This is an optimization exercise on Yosys and OpenROAD, whose aim is small area, a short achievable clock period and few clock cycles, not a production implementation.
RTL that was checked went through simulation tests only; none was proved equivalent to the original.
Power and IR drop assume default switching activity.

==> module DIV, before the edit <==
module DIV(
  input         clock,
  input         reset,
  output        io_in_ready,
  input         io_in_valid,
  input         io_in_bits_ctrl_flow_divw,
  input         io_in_bits_ctrl_flow_div_signed,
  input         io_in_bits_ctrl_flow_flush,
  input  [31:0] io_in_bits_ctrl_data_src1,
  input  [31:0] io_in_bits_ctrl_data_src2,
  input         io_out_ready,
  output        io_out_valid,
  output [31:0] io_out_bits_result_quotient,
  output [31:0] io_out_bits_result_remainder
);
  localparam [2:0] S_LOAD = 3'd0, S_ALIGN = 3'd1, S_ITER = 3'd2,
                   S_RESTORE = 3'd3, S_DONE = 3'd4;
  function [1:0] lz2(input [1:0] v);
    lz2 = {~v[1] & ~v[0], ~v[1]};
  endfunction
  function [2:0] lz4(input [3:0] v);
    reg [1:0] h, l;
    begin
      h = lz2(v[3:2]); l = lz2(v[1:0]);
      lz4 = {h[1] & l[1], h[1], h[1] ? l[0] : h[0]};
    end
  endfunction
  function [3:0] lz8(input [7:0] v);
    reg [2:0] h, l;
    begin
      h = lz4(v[7:4]); l = lz4(v[3:0]);
      lz8 = {h[2] & l[2], h[2], h[2] ? l[1:0] : h[1:0]};
    end
  endfunction
  function [4:0] lz16(input [15:0] v);
    reg [3:0] h, l;
    begin
      h = lz8(v[15:8]); l = lz8(v[7:0]);
      lz16 = {h[3] & l[3], h[3], h[3] ? l[2:0] : h[2:0]};
    end
  endfunction
  function [5:0] lzc32(input [31:0] v);
    reg [4:0] h, l;
    begin
      h = lz16(v[31:16]); l = lz16(v[15:0]);
      lzc32 = (h[4] & l[4]) ? 6'd32 : {1'b0, h[4], h[4] ? l[3:0] : h[3:0]};
    end
  endfunction
  wire [31:0] a  = io_in_bits_ctrl_data_src1;
  wire [31:0] b  = io_in_bits_ctrl_data_src2;
  wire        sg = io_in_bits_ctrl_flow_div_signed;
  wire        go = io_in_valid & ~io_in_bits_ctrl_flow_flush;
  reg  [2:0]  state;
  reg         done;    
  reg  [32:0] X;       
  reg  [32:0] E;       
  reg  [31:0] Q;       
  reg  [4:0]  cnt;     
  reg  [5:0]  la, lb;  
  reg         neg_a;   
  reg         neg_q;   
  wire        sa  = sg & a[31];
  wire        sb  = sg & b[31];
  wire        nq  = sa ^ sb;
  wire [31:0] ap  = sa ? {~a[30:0], 1'b1} : a;
  wire [31:0] bp  = sb ? {~b[31:1], 1'b1} : b;
  wire [5:0]  lza = lzc32(ap);
  wire [5:0]  lzb = lzc32(bp);
  wire        dz  = (b == 32'd0);
  wire [31:0] sm1 = ap  | {1'b0, ap[31:1]};
  wire [31:0] sm2 = sm1 | {2'b0, sm1[31:2]};
  wire [31:0] sm4 = sm2 | {4'b0, sm2[31:4]};
  wire [31:0] sm8 = sm4 | {8'b0, sm4[31:8]};
  wire [31:0] sma = sm8 | {16'b0, sm8[31:16]};
  wire        short = |(bp & ~sma);
  wire [31:0] qdz = (sg & ~a[31]) ? 32'd1 : 32'hffffffff;
  wire [4:0]  s   = lb[4:0] - la[4:0];
  wire        f   = ~neg_q;
  wire [32:0] sh1 = s[0] ? {E[31:0], f}               : E;
  wire [32:0] sh2 = s[1] ? {sh1[30:0], {2{f}}}        : sh1;
  wire [32:0] sh3 = s[2] ? {sh2[28:0], {4{f}}}        : sh2;
  wire [32:0] sh4 = s[3] ? {sh3[24:0], {8{f}}}        : sh3;
  wire [32:0] Esh = s[4] ? {sh4[16:0], {16{f}}}       : sh4;
  wire        cin = ~neg_q;
  wire [33:0] T1  = {X, 1'b1} + {E, cin};
  wire [32:0] T   = T1[33:1];
  wire        tz  = &((X ^ E) ~^ {X[31:0] | E[31:0], cin});
  wire        acc = neg_a ? (T[32] | tz) : ~T[32];
  wire        stp = (state == S_ALIGN) ? neg_q : (state != S_LOAD);
  wire        xen = acc & stp;
  always @(posedge clock) begin
    if (reset) begin
      state <= S_LOAD;
      done  <= 1'b0;
    end else if (!go) begin
      state <= S_LOAD;
      done  <= 1'b0;
    end else begin
      case (state)
        S_LOAD: begin
          state <= (dz | short) ? S_DONE : S_ALIGN;
          done  <= dz | short;
        end
        S_ALIGN: begin
          state <= (neg_q & ~acc) ? S_RESTORE : S_ITER;
          done  <= 1'b0;
        end
        S_ITER: begin
          state <= (cnt == 5'd0) ? S_DONE : S_ITER;
          done  <= (cnt == 5'd0);
        end
        S_RESTORE: begin
          state <= S_DONE;
          done  <= 1'b1;
        end
        default: begin
          state <= S_LOAD;
          done  <= 1'b0;
        end
      endcase
    end
  end
  always @(posedge clock) begin
    la <= lza;
    lb <= lzb;
    case (state)
      S_LOAD: begin
        X     <= {sa, a};
        E     <= {sb, b} ^ {33{~nq}};    
        Q     <= dz ? qdz : 32'd0;
        neg_a <= sa;
        neg_q <= nq;
      end
      S_ALIGN: begin
        if (xen) X <= T;
        Q   <= {32{neg_q}};
        E   <= Esh;
        cnt <= s;
      end
      S_RESTORE: begin
        Q   <= 32'd0;
        E   <= {E[32], E[32:1]};
        cnt <= cnt - 5'd1;
      end
      default: begin
        if (xen) X <= T;
        Q   <= {Q[30:0], acc ^ neg_q};
        E   <= {E[32], E[32:1]};
        cnt <= cnt - 5'd1;
      end
    endcase
  end
  assign io_in_ready = 1'b1;
  assign io_out_valid = done;
  assign io_out_bits_result_quotient = Q;
  assign io_out_bits_result_remainder = X[31:0];
endmodule
export LEC_CHECK = 0
export ABC_AREA = 1
export ABC_CLOCK_PERIOD_IN_PS = 3000
export CAP_MARGIN = 0
export CORE_MARGIN = 2
export CORE_UTILIZATION = 40
export CTS_BUF_LIST = sky130_fd_sc_hd__clkbuf_8
export PLACE_DENSITY = 0.6
export SETUP_SLACK_MARGIN = 4.85
export SLEW_MARGIN = 0
create_clock -name core_clock -period 8.0 [get_ports {clock}]
standard.sh (not shown) runs the stock make flow with config.mk's settings and CLKGATE_MAP_FILE= SYNTH_SCRIPT=/design/flow/synth_recipe.tcl, a recipe that flattens the netlist after the stock synthesis.
==> flow/flow/run.sh <==
#!/bin/bash
export BUFFER_PORTS_ARGS="-buffer_cell sky130_fd_sc_hd__buf_1"
bash standard.sh > standard.log 2>&1
The starting point passed the timing, DRC and antenna checks.
Testbench counts at the start, summed over its fixed seeds: cycles 16,908.
Edit:
--- a/flow/design.v
+++ b/flow/design.v
@@ -54,12 +54,13 @@
   reg         done;    
   reg  [32:0] X;       
   reg  [32:0] E;       
   reg  [31:0] Q;       
   reg  [4:0]  cnt;     
   reg  [5:0]  la, lb;  
+  reg         lo;      
   reg         neg_a;   
   reg         neg_q;   
   wire        sa  = sg & a[31];
   wire        sb  = sg & b[31];
   wire        nq  = sa ^ sb;
   wire [31:0] ap  = sa ? {~a[30:0], 1'b1} : a;
@@ -71,13 +72,15 @@
   wire [31:0] sm2 = sm1 | {2'b0, sm1[31:2]};
   wire [31:0] sm4 = sm2 | {4'b0, sm2[31:4]};
   wire [31:0] sm8 = sm4 | {8'b0, sm4[31:8]};
   wire [31:0] sma = sm8 | {16'b0, sm8[31:16]};
   wire        short = |(bp & ~sma);
   wire [31:0] qdz = (sg & ~a[31]) ? 32'd1 : 32'hffffffff;
-  wire [4:0]  s   = lb[4:0] - la[4:0];
+  wire        p2  = ~|(a[30:0] & ~a[31:1]);
+  wire [4:0]  s   = lb[4:0] - la[4:0] - {4'd0, lo};
+  wire        lt  = lo & (la == lb);
   wire        f   = ~neg_q;
   wire [32:0] sh1 = s[0] ? {E[31:0], f}               : E;
   wire [32:0] sh2 = s[1] ? {sh1[30:0], {2{f}}}        : sh1;
   wire [32:0] sh3 = s[2] ? {sh2[28:0], {4{f}}}        : sh2;
   wire [32:0] sh4 = s[3] ? {sh3[24:0], {8{f}}}        : sh3;
   wire [32:0] Esh = s[4] ? {sh4[16:0], {16{f}}}       : sh4;
@@ -99,13 +102,13 @@
       case (state)
         S_LOAD: begin
           state <= (dz | short) ? S_DONE : S_ALIGN;
           done  <= dz | short;
         end
         S_ALIGN: begin
-          state <= (neg_q & ~acc) ? S_RESTORE : S_ITER;
+          state <= ((neg_q & ~acc) | lt) ? S_RESTORE : S_ITER;
           done  <= 1'b0;
         end
         S_ITER: begin
           state <= (cnt == 5'd0) ? S_DONE : S_ITER;
           done  <= (cnt == 5'd0);
         end
@@ -120,12 +123,13 @@
       endcase
     end
   end
   always @(posedge clock) begin
     la <= lza;
     lb <= lzb;
+    lo <= sa & ~p2;
     case (state)
       S_LOAD: begin
         X     <= {sa, a};
         E     <= {sb, b} ^ {33{~nq}};    
         Q     <= dz ? qdz : 32'd0;
         neg_a <= sa;
After rerunning:
- worst setup slack loses 89 ps
- count of clock-buffer cells in the layout shrinks by 2
- clock power shrinks by 11%
- power grows by 13%
- wire length grows by 4.1%
The RTL of the second run of this note was laid out without a check of its function.

re-timing with driven ports:
How much do the figures lean on ideal ports? The routed layouts below were timed once more, with nothing changed but the port constraints.
Step 1 assumes that a clkbuf_16 drives the clock port and a buf_2 every other input.
Step 2 adds t to the input delays and takes it off the output delays; t is the mean of the earliest and latest rising clock arrival at the registers after step 1. Input paths then give back, and output paths get back, about the clock's delay inside the block.
a / b / c = no drivers / after step 1 / after step 2; a / b = the first two.
run	t, ns	setup WS [ns]	worst setup path after step 2
the first run	0.519	4.936 / 4.831 / 4.312	input to register
the second run	0.520	4.846 / 4.846 / 4.416	input to register
After both steps setup and hold are still met in every run listed. For the first run, which loses most, drivers alone change the setup slack by -0.105 ns; drivers and shift together by -0.624 ns.
